This design comes from an exercise in tuning for a short achievable clock period and few clock cycles on the open sky130 flow, not from production work.
In this exercise RTL edits were held to simulation tests only and were not proved equivalent to the original.
Power is estimated from default activity; no workload was simulated.

File: flow/design.v
`timescale 1ns/1ps
module CPU (
  input clk,
  input rst,
  output [7:0] imem_addr,      
  input [31:0] imem_data,
  output [7:0] dmem_addr,      
  output [31:0] dmem_wdata,
  output dmem_we,
  input [31:0] dmem_rdata,
  output [7:0] io_addr,
  output [31:0] io_dout,
  output io_we,
  input [31:0] io_din,
  input [7:0] m_rf_addr,
  output [31:0] rf_data
);
localparam [6:0] OP_R = 7'b0110011, OP_I = 7'b0010011, OP_L = 7'b0000011,
                 OP_S = 7'b0100011, OP_B = 7'b1100011, OP_J = 7'b1101111;
localparam NFOLD = 8;
reg  [7:0]  pc;
reg         prev_seq;           
reg         e_wr;               
reg  [4:0]  e_rd;
reg         e_ld, e_st;
reg  [31:0] e_a, e_b, e_sd;
reg  [31:0] rf [1:31];
reg  [NFOLD-1:0] f_v;
reg  [7:0]  f_key [0:NFOLD-1];
reg  [7:0]  f_tgt [0:NFOLD-1];
reg  [2:0]  f_ptr;
wire [31:0] sum    = e_a + e_b;
wire        is_io  = sum[10];
wire [31:0] ld_data = is_io ? io_din : dmem_rdata;
wire [31:0] e_res  = e_ld ? ld_data : sum;
assign dmem_addr  = sum[9:2];
assign io_addr    = sum[7:0];
assign dmem_wdata = e_sd;
assign io_dout    = e_sd;
assign dmem_we    = e_st & ~is_io;
assign io_we      = e_st & is_io;
wire [31:0] ins = imem_data;
wire [6:0]  op  = ins[6:0];
wire [4:0]  rd  = ins[11:7];
wire [4:0]  rs1 = ins[19:15];
wire [4:0]  rs2 = ins[24:20];
wire is_r = (op == OP_R);
wire is_i = (op == OP_I);
wire is_l = (op == OP_L);
wire is_s = (op == OP_S);
wire is_b = (op == OP_B);
wire is_j = (op == OP_J);
wire [31:0] imm_i = {{20{ins[31]}}, ins[31:20]};
wire [31:0] imm_s = {{20{ins[31]}}, ins[31:25], ins[11:7]};
wire [7:0]  off_b = {ins[29:25], ins[11:9]};          
wire [7:0]  off_j = ins[29:22];                       
wire [31:0] rf1 = (rs1 == 5'd0) ? 32'd0 : rf[rs1];
wire [31:0] rf2 = (rs2 == 5'd0) ? 32'd0 : rf[rs2];
wire [31:0] r1  = (e_wr && e_rd == rs1) ? e_res : rf1;
wire [31:0] r2  = (e_wr && e_rd == rs2) ? e_res : rf2;
wire        taken  = is_j | (is_b & (r1 == r2));
wire [7:0]  target = pc + (is_j ? off_j : off_b);
reg         f_hit;
reg  [7:0]  f_hit_tgt;
integer k;
always @* begin
  f_hit = 1'b0;
  f_hit_tgt = 8'd0;
  for (k = 0; k < NFOLD; k = k + 1)
    if (f_v[k] && f_key[k] == pc) begin
      f_hit = 1'b1;
      f_hit_tgt = f_hit_tgt | f_tgt[k];
    end
end
wire [7:0] pc_seq  = pc + 8'd1;
wire [7:0] next_pc = taken ? target : (f_hit ? f_hit_tgt : pc_seq);
wire fixed = is_j | (is_b & (rs1 == rs2));
wire f_ins = fixed & prev_seq;
assign imem_addr = pc;
always @(posedge clk or posedge rst) begin
  if (rst) begin
    pc       <= 8'd0;
    prev_seq <= 1'b0;
    e_wr     <= 1'b0;
    e_rd     <= 5'd0;
    e_ld     <= 1'b0;
    e_st     <= 1'b0;
    e_a      <= 32'd0;
    e_b      <= 32'd0;
    e_sd     <= 32'd0;
  end else begin
    pc       <= next_pc;
    prev_seq <= ~taken & ~f_hit;
    e_wr     <= (is_r | is_i | is_l) & (rd != 5'd0);
    e_rd     <= rd;
    e_ld     <= is_l;
    e_st     <= is_s;
    e_a      <= r1;
    e_b      <= is_r ? r2 : (is_s ? imm_s : imm_i);
    e_sd     <= r2;
  end
end
integer i;
always @(posedge clk or posedge rst) begin
  if (rst) begin
    for (i = 1; i < 32; i = i + 1) rf[i] <= 32'd0;
  end else if (e_wr) begin
    rf[e_rd] <= e_res;
  end
end
always @(posedge clk or posedge rst) begin
  if (rst) begin
    f_v   <= {NFOLD{1'b0}};
    f_ptr <= 3'd0;
    for (i = 0; i < NFOLD; i = i + 1) begin
      f_key[i] <= 8'd0;
      f_tgt[i] <= 8'd0;
    end
  end else if (f_ins) begin
    f_v[f_ptr]   <= 1'b1;
    f_key[f_ptr] <= pc - 8'd1;
    f_tgt[f_ptr] <= target;
    f_ptr        <= f_ptr + 3'd1;
  end
end
wire [4:0] dbg = m_rf_addr[4:0];
assign rf_data = (dbg == 5'd0) ? 32'd0 : rf[dbg];
endmodule  
File: flow/run.sh
#!/bin/bash
# synth_recipe.tcl (not shown) runs the flow's synth.tcl, then flattens the netlist and writes it again
# the make line also repeats each setting of config.mk as NAME=value (left out here)
make -C /OpenROAD-flow-scripts/flow DESIGN_CONFIG=/design/flow/config.mk WORK_HOME=/design/flow/orfs CLKGATE_MAP_FILE= SYNTH_SCRIPT=/design/flow/synth_recipe.tcl finish
File: flow/config.mk
export PLATFORM = sky130hd
export DESIGN_NAME = CPU
export DESIGN_NICKNAME = CPU
export VERILOG_FILES = /design/flow/design.v
export SDC_FILE = /design/flow/constraint.sdc
export NUM_CORES = 8
export LEC_CHECK = 0
export CAP_MARGIN = 40
export CORE_MARGIN = 2
export CORE_UTILIZATION = 40
export SLEW_MARGIN = 40
File: flow/constraint.sdc
create_clock -name core_clock -period 11.0 [get_ports {clk}]
set_input_delay 2.2000 -clock core_clock [delete_from_list [all_inputs] [get_ports {clk}]]
set_output_delay 2.2000 -clock core_clock [all_outputs]
set_load 0.01 [all_outputs]
==> notes.md <==
WP buf/inv=3; final worst slack=2.40 ns; Bufs on Longest Clock Path=3; First DRT Iteration DRCs=17600; Slew Limit Fails=0; CTS tree=done; dpl hpwl=between 200 and 300 mm; WL per Instance=between 40 and 50 um; routed vias/inst=7.81; Max Clk Rate=between 100 and 150 MHz; most frequent cells in the layout=nand2_1, dfrtp_1, o21ai_0; post-synthesis adder-cell area fraction=less than 1%; drt pass-1 iters=14; Least-Margin Pin Slew=roughly 1.0 ns; dpl cells=just under 10000; register area share after synthesis=between 40% and 50%; vias in the first global route=around 70000; hold_buf cts=0; Std-Cell Rows=between 150 and 200; share of cells above drive strength 1=around an eighth; CTS root buf=clkbuf_16; P_leak=~35 nW; Clk pwr share=37.1%; final hold vios=0; # IOs=approximately 230; # port buffers=about 220; post-synthesis simple-gate area fraction=16.5%; worst skew pair latency=0.91 ns; Synth cell types=94; skew final=0.0529 ns; net count of the finished layout=7829; CP max stage delay=roughly 0.9 ns; WP data required=between 8 and 9 ns; Startpoint Class=input port; area leader, netlist=dfrtp_1; Most used DFF post-synth=dfrtp_1; xor/xnor share of the synthesized area=around 1.9%; Post-synth EDFFs=0; Setup Buffers After CTS=0; via count=78900; DR DRC count=0; final worst-path cycle share=approximately four fifths; hold path endpoint=f_v[3]; largest net degree at the start of global routing=roughly 160; WHS=between 0.4 and 0.5 ns; GRT Util Overall=between 50% and 60%; Tmin final=between 8 and 9 ns; Gate power share=a little over a quarter; Arr. time, crit path=roughly 6.4 ns; area growth from synthesis to layout=18.0%; Worst slew margin=between 30% and 40%; NetSw=just over 5 mW; RSZ-0062 raised after global routing=false; Hold Path Cell Cnt=1; Overflow after GRT=0; Mapped Nets=around 7800; top cells by area, synth=dfrtp_1, o21ai_0, a22oi_1; most common cell after layout, fill and taps aside=nand2_1; Die ar.=approximately 170000 um^2; largest family of logic cells by synthesized area=compound AO/OA/AOI/OAI gates; PwrDens=174 nW/um^2; CP max FO=16; die height=417 um; Peak VDD IR=about 170 uV; first-pass GRT wire length=roughly 630 mm; Final Util=between 40% and 50%; r2r worst-path depth=18; Cells after Synth=approximately 7700; CP Capture Type=output port; Post-synth ARST share=100%; clock transition at the registers of the reported paths=about 0.050 ns; core region area=170000 um^2; Synth top area share=between 40% and 50%; max cap viols=0; non-filler cells in the finished layout=roughly 10000; post-synthesis compound-gate area fraction=28.1%; reg2reg end=pc[0]; H-tree depth=4; status=complete, no violations; Synthesis Warnings=4; Cell Int Power=around 8.8 mW; TritonCTS buffer count=146; Sw Share=roughly 37%; Critical Path Most Common Cell=clkdlybuf4s50_1; synthesized area=68400 um^2; Routed WL=between 400 and 500 mm; Flop pwr share=36.9%; Crit Path Category=in2out; FF+latch count, synth=~1200; CTS Sinks=~1200; Place WS=between 2 and 3 ns; initial antenna violation count=69; post-route ant nets=0; # setup viols final=0; reg2reg setup slack=roughly 5 ns; die width=417 um; Crit. Startpoint=m_rf_addr[1]; worst-path cell chain=clkdlybuf4s50_1 > nand2_1 > nor2_4 > buf_4 > a221oi_1 > nand3_1 > nor3_1 > nor2_1 > clkdlybuf4s50_1; Top delay family on crit path=simple AND/OR/NAND/NOR gates; multiplexer share of the synthesized area=2.08%; post-CTS resize count=0; Hold Crit Start=f_v[3]; setup TNS=0 ns; slowest CP cell=nor2_4; GPL Wtd Cong=around 1.1; worst hold-check path type=reg2reg; starting density of the core=slightly above 40%; R2R Path Start=e_a[0]; Avg Cell Area, Syn=slightly below 9 um^2
[state kept, by name, summed over array words and instances, names as in the netlist, 8 cells and up]
register  cells
f_key        64
rf          992
e_sd         32
e_a          32
pc            8
f_v           8
e_b          32
f_tgt        64
[cells by family after synthesis]
group | Yosys count
AO/OA/AOI/OAI | 2867
XOR/XNOR | 151
adder cells (fa/ha/maj) | 51
buffers and inverters | 798
flip-flops | 1244
multiplexers | 132
AND/OR/NAND/NOR | 2431
[layer usage]
layer  up-vias  share of wire (%)  GRT usage, %
li1      28700                  -             -
met1     38200                 35          63.1
met2      8757                 37          67.0
met3      3130                 17          32.5
met4        73                 11          44.0
met5         -               0.27          4.08
[cells in the mapped netlist (13+ instances only)]
cell type	n
nor2_1	227
buf_2	93
a22o_1	249
dfrtp_1	1244
o211ai_1	14
xor2_1	64
a211oi_1	14
ha_1	49
buf_4	57
and2_1	20
nand4_1	216
a21oi_1	168
mux2i_1	60
and4_1	17
nor3b_1	16
inv_1	47
nand3_1	179
a221o_1	19
a31oi_1	13
nand2b_1	26
nor2b_1	23
buf_1	33
a22oi_1	683
a221oi_1	246
xnor2_1	87
and3_1	161
a2111oi_0	40
a222oi_1	39
o221ai_1	21
nor4_1	46
mux2_2	68
nor3_1	79
nand3b_1	13
nor2_2	15
o21ai_0	1202
nand2_1	1315
clkbuf_1	557
[worst register-to-register path, cell delays in order, from the launching register on]
cell and delay, ns:
dfrtp_1 0.34, ha_1 0.16, inv_1 0.05, fa_1 0.45, nand2b_1 0.22, a21oi_1 0.46, o21ba_2 0.24, o221a_2 0.19
buf_4 0.47, mux2_2 0.48, mux2i_2 0.16, buf_4 0.44, a2bb2oi_1 0.78, xor2_1 0.13, nor2_1 0.21, nand4_1 0.19
nor4_4 0.37, nor2_4 0.15, mux2_4 0.33
[layout make-up]
type,instances,area [um^2]
diodes,95,238
inverters,47,180
well taps,2218,2780
repair buffers,601,6040
fillers,16200,89000
flip-flops and latches,1244,31100
multi-input cells,5632,35300
clock inverters,63,916
clock buffers,192,4060
[metrics by stage]
step	power, mW	area, um^2
2_1_floorplan	6.98	68400
4_1_cts	13.7	79900
6_report	14.0	80700
3_5_place_dp	8.61	74900
5_1_grt	14.3	80400
3_3_place_gp	8.52	73800
[power groups by stage]
stage / Sequential [mW] / Combinational (mW) / Clock (mW)
3_3_place_gp: 5.22 / 3.30 / 0
2_1_floorplan: 5.09 / 1.89 / 0
5_1_grt: 5.18 / 3.74 / 5.35
6_report: 5.17 / 3.64 / 5.20
3_5_place_dp: 5.22 / 3.39 / 0
4_1_cts: 5.14 / 3.40 / 5.17
[worst max path at each step]
stage          depth (start not counted)    endpoint
2_1_floorplan                          1      e_a[0]
3_3_place_gp                           9  rf_data[5]
3_5_place_dp                           9  rf_data[5]
4_1_cts                                9  rf_data[5]
5_1_grt                                9  rf_data[5]
6_report                               9  rf_data[9]
Testbench counts, summed over its fixed seeds: cycles 38,522.

==> static timing again, ports no longer ideal <==
How much do the figures lean on ideal ports? The routed layout below was timed once more, with nothing changed but the port constraints.
Step 1 sets driving cells, clkbuf_16 on the clock port and buf_2 on the other inputs (assumed; they add their load-dependent delay and slew).
Step 2 moves the port delays by t, midway between the first and last clock arrival at a register: inputs arrive t later, outputs are due t later. That takes back most of the time a late clock gives input paths.
Slacks: ideal ports / drivers / drivers and shift; pairs: ideal ports / drivers.
t (ns): 0.982
slack for setup (ns): 2.399 / 2.372 / 2.057
worst setup path after step 2: input to register
After both steps this run still meets setup and hold. The setup slack of this run moves by -0.027 ns with the drivers and by -0.342 ns with both steps.
